This design comes from an exercise in tuning for small area and a short achievable clock period on the open sky130 flow, not from production work. No functional check of the RTL was part of any run shown here. No activity file was given, so power comes from the tool's default toggle rates.

==> flow/design.v, too long to show whole: its modules and the start of the top module <==
// module DIV: 3833 lines
// module COMP: 6 lines
// module MUX2x1: 12 lines
// module REG: 12 lines
// module CIRCUIT7: 12 lines
module CIRCUIT7(a, b, c, d, zero, Clk, Rst, z);
  // ...
==> flow/flow/run.sh <==
#!/bin/bash
# Standard layout (the standard.sh), with timing repair aiming for extra
# setup slack so that the resizer works on the critical paths although the
# clock is met. Pin swapping is left out of the repair moves.
set -e
cd "$(dirname "$0")/.."
cat >> config.mk <<'EOC'
export SETUP_SLACK_MARGIN = 110
export SKIP_PIN_SWAP = 1
EOC
bash standard.sh > standard.log 2>&1
==> flow/standard.sh <==
#!/bin/bash
# synth_recipe.tcl (not shown) runs the flow's synth.tcl, then flattens the netlist and writes it again
# the make line also repeats each setting of config.mk as NAME=value (left out here)
make -C /OpenROAD-flow-scripts/flow DESIGN_CONFIG=/design/flow/config.mk WORK_HOME=/design/flow/orfs CLKGATE_MAP_FILE= SYNTH_SCRIPT=/design/flow/synth_recipe.tcl "${@:-finish}"
==> flow/config.mk <==
export PLATFORM = sky130hd
export DESIGN_NAME = CIRCUIT7
export DESIGN_NICKNAME = CIRCUIT7
export VERILOG_FILES = /design/flow/design.v
export SDC_FILE = /design/flow/constraint.sdc
export NUM_CORES = 4
export LEC_CHECK = 0
export ABC_AREA = 1
export CAP_MARGIN = 20
export CORE_MARGIN = 2
export CORE_UTILIZATION = 50
export CTS_CLUSTER_DIAMETER = 25
export CTS_CLUSTER_SIZE = 4
export SLEW_MARGIN = 20
export SETUP_SLACK_MARGIN = 110
export SKIP_PIN_SWAP = 1
==> flow/constraint.sdc <==
create_clock -name core_clock -period 260.0 [get_ports {Clk}]
set_input_delay 52.0000 -clock core_clock [delete_from_list [all_inputs] [get_ports {Clk}]]
set_output_delay 52.0000 -clock core_clock [all_outputs]
set_load 0.01 [all_outputs]
==> impl_metrics.json, run 1 <==
{
  "synth_area_um2": 53900,
  "p_clk_mw": 0.00796,
  "wl_met1_um": 79500,
  "critical_path.slowest_cell": "o21ai_0",
  "status": "finished clean",
  "synth_warnings": 2,
  "post-cts-setup-buffers": 0,
  "die_w_um": 332,
  "regArea_um2": 641,
  "cpPeakStageDelay_ns": 0.65,
  "startpoint_type": "input pin",
  "drive_above_1_share_pct": 8.87,
  "synth-xor-area-share_pct": 7.97,
  "critPathTopFamily": "compound AO/OA/AOI/OAI gates",
  "maxCapViolCount": 0,
  "clockPowerShare_pct": 5.4,
  "buffers": 277,
  "power_frac_seq_pct": 3.4,
  "tap_cells": 1403,
  "finalHoldViolCount": 0,
  "final_cells": 9887,
  "grt_max_degree": 46,
  "path_buf_inv": 57,
  "fin_util_pct": 53.5,
  "multi_input_area_um2": 47800,
  "clkCellAreaFrac_pct": 0.293,
  "pg_seq_mw": 0.00500,
  "hold_path_depth": 6,
  "use_met2_pct": 49.6,
  "slew_headroom_pct": 22.5,
  "synth_ff_type": "dfxtp_1",
  "biggestCellCategory": "multi-input combinational cells",
  "powerDensity_nw_per_um2": 2.56,
  "routed.top_layer": "met4"
}
==> inputs of run 2 (changes only) <==
--- a/flow/design.v
+++ b/flow/design.v
@@ -7,34 +7,114 @@
     assign hz[32] = 1'b1;
-    assign hz[31] = hz[32] & nb[31];
-    assign hz[30] = hz[31] & nb[30];
-    assign hz[29] = hz[30] & nb[29];
-    assign hz[28] = hz[29] & nb[28];
-    assign hz[27] = hz[28] & nb[27];
-    assign hz[26] = hz[27] & nb[26];
-    assign hz[25] = hz[26] & nb[25];
-    assign hz[24] = hz[25] & nb[24];
-    assign hz[23] = hz[24] & nb[23];
-    assign hz[22] = hz[23] & nb[22];
-    assign hz[21] = hz[22] & nb[21];
-    assign hz[20] = hz[21] & nb[20];
-    assign hz[19] = hz[20] & nb[19];
-    assign hz[18] = hz[19] & nb[18];
-    assign hz[17] = hz[18] & nb[17];
-    assign hz[16] = hz[17] & nb[16];
-    assign hz[15] = hz[16] & nb[15];
-    assign hz[14] = hz[15] & nb[14];
-    assign hz[13] = hz[14] & nb[13];
-    assign hz[12] = hz[13] & nb[12];
-    assign hz[11] = hz[12] & nb[11];
-    assign hz[10] = hz[11] & nb[10];
-    assign hz[9] = hz[10] & nb[9];
-    assign hz[8] = hz[9] & nb[8];
-    assign hz[7] = hz[8] & nb[7];
-    assign hz[6] = hz[7] & nb[6];
-    assign hz[5] = hz[6] & nb[5];
-    assign hz[4] = hz[5] & nb[4];
-    assign hz[3] = hz[4] & nb[3];
-    assign hz[2] = hz[3] & nb[2];
-    assign hz[1] = hz[2] & nb[1];
-    assign hz[0] = hz[1] & nb[0];
+    wire hzs30_31 = nb[30] & nb[31];
+    wire hzs28_29 = nb[28] & nb[29];
+    wire hzs29_31 = nb[29] & hzs30_31;
+    wire hzs28_31 = hzs28_29 & hzs30_31;
+    wire hzs26_27 = nb[26] & nb[27];
+    wire hzs24_25 = nb[24] & nb[25];
+    wire hzs25_27 = nb[25] & hzs26_27;
+    wire hzs24_27 = hzs24_25 & hzs26_27;
+    wire hzs27_31 = nb[27] & hzs28_31;
+    wire hzs26_31 = hzs26_27 & hzs28_31;
+    wire hzs25_31 = hzs25_27 & hzs28_31;
+    wire hzs24_31 = hzs24_27 & hzs28_31;
+    wire hzs22_23 = nb[22] & nb[23];
+    wire hzs20_21 = nb[20] & nb[21];
+    wire hzs21_23 = nb[21] & hzs22_23;
+    wire hzs20_23 = hzs20_21 & hzs22_23;
+    wire hzs18_19 = nb[18] & nb[19];
+    wire hzs16_17 = nb[16] & nb[17];
+    wire hzs17_19 = nb[17] & hzs18_19;
+    wire hzs16_19 = hzs16_17 & hzs18_19;
+    wire hzs19_23 = nb[19] & hzs20_23;
+    wire hzs18_23 = hzs18_19 & hzs20_23;
+    wire hzs17_23 = hzs17_19 & hzs20_23;
+    wire hzs16_23 = hzs16_19 & hzs20_23;
+    wire hzs23_31 = nb[23] & hzs24_31;
+    wire hzs22_31 = hzs22_23 & hzs24_31;
+    wire hzs21_31 = hzs21_23 & hzs24_31;
+    wire hzs20_31 = hzs20_23 & hzs24_31;
+    wire hzs19_31 = hzs19_23 & hzs24_31;
+    wire hzs18_31 = hzs18_23 & hzs24_31;
+    wire hzs17_31 = hzs17_23 & hzs24_31;
+    wire hzs16_31 = hzs16_23 & hzs24_31;
+    wire hzs14_15 = nb[14] & nb[15];
+    wire hzs12_13 = nb[12] & nb[13];
+    wire hzs13_15 = nb[13] & hzs14_15;
+    wire hzs12_15 = hzs12_13 & hzs14_15;
+    wire hzs10_11 = nb[10] & nb[11];
+    wire hzs8_9 = nb[8] & nb[9];
+    wire hzs9_11 = nb[9] & hzs10_11;
+    wire hzs8_11 = hzs8_9 & hzs10_11;
+    wire hzs11_15 = nb[11] & hzs12_15;
+    wire hzs10_15 = hzs10_11 & hzs12_15;
+    wire hzs9_15 = hzs9_11 & hzs12_15;
+    wire hzs8_15 = hzs8_11 & hzs12_15;
+    wire hzs6_7 = nb[6] & nb[7];
+    wire hzs4_5 = nb[4] & nb[5];
+    wire hzs5_7 = nb[5] & hzs6_7;
+    wire hzs4_7 = hzs4_5 & hzs6_7;
+    wire hzs2_3 = nb[2] & nb[3];
+    wire hzs0_1 = nb[0] & nb[1];
+    wire hzs1_3 = nb[1] & hzs2_3;
+    wire hzs0_3 = hzs0_1 & hzs2_3;
+    wire hzs3_7 = nb[3] & hzs4_7;
+    wire hzs2_7 = hzs2_3 & hzs4_7;
+    wire hzs1_7 = hzs1_3 & hzs4_7;
+    wire hzs0_7 = hzs0_3 & hzs4_7;
+    wire hzs7_15 = nb[7] & hzs8_15;
+    wire hzs6_15 = hzs6_7 & hzs8_15;
+    wire hzs5_15 = hzs5_7 & hzs8_15;
+    wire hzs4_15 = hzs4_7 & hzs8_15;
+    wire hzs3_15 = hzs3_7 & hzs8_15;
+    wire hzs2_15 = hzs2_7 & hzs8_15;
+    wire hzs1_15 = hzs1_7 & hzs8_15;
+    wire hzs0_15 = hzs0_7 & hzs8_15;
+    wire hzs15_31 = nb[15] & hzs16_31;
+    wire hzs14_31 = hzs14_15 & hzs16_31;
+    wire hzs13_31 = hzs13_15 & hzs16_31;
+    wire hzs12_31 = hzs12_15 & hzs16_31;
+    wire hzs11_31 = hzs11_15 & hzs16_31;
+    wire hzs10_31 = hzs10_15 & hzs16_31;
+    wire hzs9_31 = hzs9_15 & hzs16_31;
+    wire hzs8_31 = hzs8_15 & hzs16_31;
+    wire hzs7_31 = hzs7_15 & hzs16_31;
+    wire hzs6_31 = hzs6_15 & hzs16_31;
+    wire hzs5_31 = hzs5_15 & hzs16_31;
+    wire hzs4_31 = hzs4_15 & hzs16_31;
+    wire hzs3_31 = hzs3_15 & hzs16_31;
+    wire hzs2_31 = hzs2_15 & hzs16_31;
+    wire hzs1_31 = hzs1_15 & hzs16_31;
+    wire hzs0_31 = hzs0_15 & hzs16_31;
+    assign hz[31] = nb[31];
+    assign hz[30] = hzs30_31;
+    assign hz[29] = hzs29_31;
+    assign hz[28] = hzs28_31;
+    assign hz[27] = hzs27_31;
+    assign hz[26] = hzs26_31;
+    assign hz[25] = hzs25_31;
+    assign hz[24] = hzs24_31;
+    assign hz[23] = hzs23_31;
+    assign hz[22] = hzs22_31;
+    assign hz[21] = hzs21_31;
+    assign hz[20] = hzs20_31;
+    assign hz[19] = hzs19_31;
+    assign hz[18] = hzs18_31;
+    assign hz[17] = hzs17_31;
+    assign hz[16] = hzs16_31;
+    assign hz[15] = hzs15_31;
+    assign hz[14] = hzs14_31;
+    assign hz[13] = hzs13_31;
+    assign hz[12] = hzs12_31;
+    assign hz[11] = hzs11_31;
+    assign hz[10] = hzs10_31;
+    assign hz[9] = hzs9_31;
+    assign hz[8] = hzs8_31;
+    assign hz[7] = hzs7_31;
+    assign hz[6] = hzs6_31;
+    assign hz[5] = hzs5_31;
+    assign hz[4] = hzs4_31;
+    assign hz[3] = hzs3_31;
+    assign hz[2] = hzs2_31;
+    assign hz[1] = hzs1_31;
+    assign hz[0] = hzs0_31;
     wire g31_0 = a[31] | nb[0];
@@ -62,3 +142,3 @@
     wire G3 = g29_2 | (p29_2 & G2);
-    assign quot[29] = (hz[3] & g29_2) | ((hz[3] & p29_2) & G2);
+    assign quot[29] = hz[3] & G3;
     wire s29_0 = p29_0;
@@ -82,3 +162,3 @@
     wire G8 = G5 | (P6 & G4);
-    assign quot[28] = (hz[4] & G5) | ((hz[4] & P6) & G4);
+    assign quot[28] = hz[4] & G8;
     wire s28_0 = p28_0;
@@ -107,3 +187,3 @@
     wire G14 = G11 | (P12 & G10);
-    assign quot[27] = (hz[5] & G11) | ((hz[5] & P12) & G10);
+    assign quot[27] = hz[5] & G14;
     wire s27_0 = p27_0;
@@ -139,3 +219,3 @@
     wire G23 = G19 | (P20 & G16);
-    assign quot[26] = (hz[6] & G19) | ((hz[6] & P20) & G16);
+    assign quot[26] = hz[6] & G23;
     wire s26_0 = p26_0;
@@ -178,3 +258,3 @@
     wire G35 = G31 | (P32 & G28);
-    assign quot[25] = (hz[7] & G31) | ((hz[7] & P32) & G28);
+    assign quot[25] = hz[7] & G35;
     wire s25_0 = p25_0;
@@ -226,3 +306,3 @@
     wire G52 = G47 | (P48 & G40);
-    assign quot[24] = (hz[8] & G47) | ((hz[8] & P48) & G40);
+    assign quot[24] = hz[8] & G52;
     wire s24_0 = p24_0;
@@ -279,3 +359,3 @@
     wire G70 = G65 | (P66 & G58);
-    assign quot[23] = (hz[9] & G65) | ((hz[9] & P66) & G58);
+    assign quot[23] = hz[9] & G70;
     wire s23_0 = p23_0;
@@ -339,3 +419,3 @@
     wire G91 = G85 | (P86 & G76);
-    assign quot[22] = (hz[10] & G85) | ((hz[10] & P86) & G76);
+    assign quot[22] = hz[10] & G91;
     wire s22_0 = p22_0;
@@ -406,3 +486,3 @@
     wire G115 = G109 | (P110 & G100);
-    assign quot[21] = (hz[11] & G109) | ((hz[11] & P110) & G100);
+    assign quot[21] = hz[11] & G115;
     wire s21_0 = p21_0;
@@ -482,3 +562,3 @@
     wire G144 = G137 | (P138 & G124);
-    assign quot[20] = (hz[12] & G137) | ((hz[12] & P138) & G124);
+    assign quot[20] = hz[12] & G144;
     wire s20_0 = p20_0;
@@ -565,3 +645,3 @@
     wire G176 = G169 | (P170 & G156);
-    assign quot[19] = (hz[13] & G169) | ((hz[13] & P170) & G156);
+    assign quot[19] = hz[13] & G176;
     wire s19_0 = p19_0;
@@ -657,3 +737,3 @@
     wire G213 = G205 | (P206 & G188);
-    assign quot[18] = (hz[14] & G205) | ((hz[14] & P206) & G188);
+    assign quot[18] = hz[14] & G213;
     wire s18_0 = p18_0;
@@ -758,3 +838,3 @@
     wire G255 = G247 | (P248 & G230);
-    assign quot[17] = (hz[15] & G247) | ((hz[15] & P248) & G230);
+    assign quot[17] = hz[15] & G255;
     wire s17_0 = p17_0;
@@ -870,3 +950,3 @@
     wire G304 = G295 | (P296 & G272);
-    assign quot[16] = (hz[16] & G295) | ((hz[16] & P296) & G272);
+    assign quot[16] = hz[16] & G304;
     wire s16_0 = p16_0;
@@ -987,3 +1067,3 @@
     wire G354 = G345 | (P346 & G322);
-    assign quot[15] = (hz[17] & G345) | ((hz[17] & P346) & G322);
+    assign quot[15] = hz[17] & G354;
     wire s15_0 = p15_0;
@@ -1111,3 +1191,3 @@
     wire G407 = G397 | (P398 & G372);
-    assign quot[14] = (hz[18] & G397) | ((hz[18] & P398) & G372);
+    assign quot[14] = hz[18] & G407;
     wire s14_0 = p14_0;
@@ -1242,3 +1322,3 @@
     wire G463 = G453 | (P454 & G428);
-    assign quot[13] = (hz[19] & G453) | ((hz[19] & P454) & G428);
+    assign quot[13] = hz[19] & G463;
     wire s13_0 = p13_0;
@@ -1382,3 +1462,3 @@
     wire G524 = G513 | (P514 & G484);
-    assign quot[12] = (hz[20] & G513) | ((hz[20] & P514) & G484);
+    assign quot[12] = hz[20] & G524;
     wire s12_0 = p12_0;
@@ -1529,3 +1609,3 @@
     wire G588 = G577 | (P578 & G548);
-    assign quot[11] = (hz[21] & G577) | ((hz[21] & P578) & G548);
+    assign quot[11] = hz[21] & G588;
     wire s11_0 = p11_0;
@@ -1685,3 +1765,3 @@
     wire G657 = G645 | (P646 & G612);
-    assign quot[10] = (hz[22] & G645) | ((hz[22] & P646) & G612);
+    assign quot[10] = hz[22] & G657;
     wire s10_0 = p10_0;
@@ -1850,3 +1930,3 @@
     wire G731 = G719 | (P720 & G686);
-    assign quot[9] = (hz[23] & G719) | ((hz[23] & P720) & G686);
+    assign quot[9] = hz[23] & G731;
     wire s9_0 = p9_0;
@@ -2026,3 +2106,3 @@
     wire G812 = G799 | (P800 & G760);
-    assign quot[8] = (hz[24] & G799) | ((hz[24] & P800) & G760);
+    assign quot[8] = hz[24] & G812;
     wire s8_0 = p8_0;
@@ -2209,3 +2289,3 @@
     wire G896 = G883 | (P884 & G844);
-    assign quot[7] = (hz[25] & G883) | ((hz[25] & P884) & G844);
+    assign quot[7] = hz[25] & G896;
     wire s7_0 = p7_0;
@@ -2401,3 +2481,3 @@
     wire G985 = G971 | (P972 & G928);
-    assign quot[6] = (hz[26] & G971) | ((hz[26] & P972) & G928);
+    assign quot[6] = hz[26] & G985;
     wire s6_0 = p6_0;
@@ -2602,3 +2682,3 @@
     wire G1079 = G1065 | (P1066 & G1022);
-    assign quot[5] = (hz[27] & G1065) | ((hz[27] & P1066) & G1022);
+    assign quot[5] = hz[27] & G1079;
     wire s5_0 = p5_0;
@@ -2814,3 +2894,3 @@
     wire G1180 = G1165 | (P1166 & G1116);
-    assign quot[4] = (hz[28] & G1165) | ((hz[28] & P1166) & G1116);
+    assign quot[4] = hz[28] & G1180;
     wire s4_0 = p4_0;
@@ -3035,3 +3115,3 @@
     wire G1286 = G1271 | (P1272 & G1222);
-    assign quot[3] = (hz[29] & G1271) | ((hz[29] & P1272) & G1222);
+    assign quot[3] = hz[29] & G1286;
     wire s3_0 = p3_0;
@@ -3267,3 +3347,3 @@
     wire G1399 = G1383 | (P1384 & G1328);
-    assign quot[2] = (hz[30] & G1383) | ((hz[30] & P1384) & G1328);
+    assign quot[2] = hz[30] & G1399;
     wire s2_0 = p2_0;
@@ -3510,3 +3590,3 @@
     wire G1519 = G1503 | (P1504 & G1448);
-    assign quot[1] = (hz[31] & G1503) | ((hz[31] & P1504) & G1448);
+    assign quot[1] = hz[31] & G1519;
     wire s1_0 = p1_0;
==> impl_metrics.json, run 2 <==
{
  "stdcell_area_um2": 58500,
  "endpoint": "reg1.q[0]",
  "setup_viol": 0,
  "drc": 0,
  "synth_ff_type": "dfxtp_1",
  "hold_ws_ns": 52.38,
  "fillers": 11177,
  "dpl_worst_slack_ns": 113.18,
  "io_pins": 194,
  "first_pass_iters": 6,
  "dieArea_um2": 112000,
  "synth_top_area_share_pct": 22.0,
  "p_sw_mw": 0.0864,
  "drv_slew": 0,
  "grtUsageTotal_pct": 30.6,
  "pg_seq_mw": 0.00502,
  "critPathTopFamily": "compound AO/OA/AOI/OAI gates",
  "final_common_cell": "nand2_1",
  "power_frac_seq_pct": 3.3,
  "powerDensity_nw_per_um2": 2.60,
  "synth.largest_area_cell": "ha_1",
  "top_regs": "reg1.q: 32 flops",
  "p_int_mw": 0.0655,
  "viasPerCell": 5.42,
  "grt_pass1_vias": 51845,
  "drive_above_1_share_pct": 9.52,
  "cpMostUsedCell": "nand2_1",
  "endpoint_kind": "flip-flop",
  "cp.depth": 656,
  "p_comb_mw": 0.140,
  "busiest_layer": "met2",
  "path_buf_inv": 39,
  "wl_um": 174000,
  "final_cell_mix": "nand2_1 (2,381), nand3_1 (1,081), inv_1 (1,017)",
  "row_count": 121,
  "final_cells": 10113,
  "synth_nets": 9949,
  "finalSetupTns_ns": 0,
  "nets": 10077,
  "dp_hpwl_um": 141000,
  "use_met2_pct": 51.1,
  "ir_worst_vdd_v": 0.00000228,
  "synth_edf_count": 0,
  "ant_nets": 0,
  "fmax_mhz": 7.09,
  "fin_crit_ns": 141.09,
  "hold_end": "reg1.q[31]",
  "cp-startpoint": "d[30]",
  "worst-setup-path-type": "input pin to flip-flop",
  "grt_max_degree": 55,
  "die_h_um": 335,
  "startpoint_type": "input pin",
  "placed_cell_area_um2": 57800,
  "synth_warnings": 2,
  "synthCells": 8570,
  "power_leader": "combinational cells",
  "wl_per_cell_um": 17.2,
  "leakage_nw": 32.8,
  "clkSlewWorstSetupHoldPaths_ns": 0.06,
  "worst_pin_slew_ns": 0.990,
  "switching_share_pct": 56.9,
  "min_from": "b[1]",
  "dpl.cell_count": 10071,
  "cts_tree": "yes",
  "cts_made_buffers": 5,
  "met3_usage_pct": 2.31,
  "synth_area_um2": 54700,
  "syn_to_final_growth_pct": 6.96,
  "top_register": "reg1.q",
  "grt_pass1_wl_um": 277000,
  "cts_root_buf": "clkbuf_16",
  "grt_setup_unrepaired": "no",
  "crit_required_ns": 260.24,
  "cts_hold_buf": 0,
  "clockPowerShare_pct": 4.8,
  "ys_seq_area_share_pct": 1.17,
  "ys_ff_latch": 32,
  "first_iter_violations": 3455,
  "vias": 54859,
  "clockBufferDepth": 2,
  "maxCapViolCount": 0,
  "synth_commonest_cells": "nand2_1 (2,384), nand3_1 (1,081), inv_1 (1,030)",
  "portBuffers": 193,
  "slew_headroom_pct": 33.9,
  "cp_data_arrival_time_ns": 141.33,
  "power_frac_comb_pct": 91.9,
  "gp_congestion": 0.942,
  "synth-async-reset-ratio_pct": 0,
  "grt_use_met1_pct": 42.4,
  "core-area_um2": 109000,
  "status": "finished clean",
  "final.setup.worst_slack_ns": 118.91,
  "hold_path_depth": 6,
  "critical_path.slowest_cell": "fa_1",
  "die_w_um": 335,
  "post-synth-top-count-cell": "nand2_1",
  "antenna_found_initial": 0,
  "yosys-top-cells-area": "ha_1 (22%), nand2_1 (16%), nand3_1 (9.9%)",
  "cts.sinks": 32,
  "cpPeakStageDelay_ns": 0.46,
  "finalHoldViolCount": 0,
  "overflow": 0,
  "htreeDepth": 2,
  "antenna_cells": 0,
  "ys_types": 77,
  "initial_utilization_pct": 50.3,
  "post_synth.cell_area_avg_um2": 6.38,
  "largest_register_ff_count": 32,
  "hp-class": "input pin to flip-flop",
  "period_share_pct": 54.3,
  "cp_max_fo": 48,
  "p_clk_mw": 0.00732
}
==> run 2: cell types whose count changed after synthesis, sizes merged, moves of 32 or more <==
cell	before	now
nand3	863	1147
o21a	42	10
nand3b	14	46
inv	1126	1068
xnor2	292	254
o21ai	534	386
buf	86	124
nand2	2355	2463
or2	254	316
==> run 2: area by class of cell <==
class	instances	area, um2	area share [%]
clock buffers	5	125	0.214
repair inverters	1	8.76	0.0150
flip-flops and latches	32	641	1.09
clock inverters	3	42.5	0.0727
well taps	1414	1770	3.02
inverters	1078	4130	7.06
multi-input cells	7289	49100	84.0
repair buffers	291	2670	4.56
==> run 2: what timing repair did <==
item | CTS | global route
setup buffers | 0 | 25
setup endpoints to repair | 0 | 3
resized for setup | 0 | 84
==> run 2: metrics by stage <==
stage | util (%) | power [mW]
after floorplan | - | 0.111
after global placement | 53.1 | 0.140
after detailed placement | 53.1 | 0.143
after CTS | 53.3 | 0.151
after global routing | 53.8 | 0.173
final | 53.8 | 0.152
==> run 2: logic make-up after synthesis <==
group / count (synthesis) / share of synthesized area (%)
multiplexers: 2 / 0.0366
XOR/XNOR: 482 / 7.72
AND/OR/NAND/NOR: 4469 / 37.4
buffers and inverters: 1257 / 9.61
AO/OA/AOI/OAI: 1111 / 12.8
flip-flops: 32 / 1.17
adder cells (fa/ha/maj): 1217 / 31.3
==> run 2: metal layers <==
layer | routed length [um] | part of all wire, %
met3 | 8560 | 4.9
met1 | 82300 | 47
met4 | 4930 | 2.8
met2 | 77900 | 45
met5 | 0 | 0

==> what the ideal ports hide <==
How much do the figures lean on ideal ports? The routed layouts below were timed once more, with nothing changed but the port constraints. Step 1 assumes that a clkbuf_16 drives the clock port and a buf_2 every other input. Step 2 times the ports against the registers' clock, not the clock port: input delays grow and output delays shrink by t, the midpoint of the rising clock arrivals with the driver on. Slacks: no drivers / after step 1 / after step 2; pairs: no drivers / after step 1.
| run | shift t [ns] | setup WS [ns] | latest minus earliest clock arrival (ns) |
|---|---|---|---|
| run 1 | 0.365 | 118.946 / 118.971 / 118.606 | 0.020 / 0.019 |
| run 2 | 0.356 | 118.910 / 118.941 / 118.585 | 0.006 / 0.006 |
After both steps setup and hold are still met in every run listed. The setup slack of run 1, which loses most, moves by +0.025 ns with the drivers and by -0.340 ns with both steps.
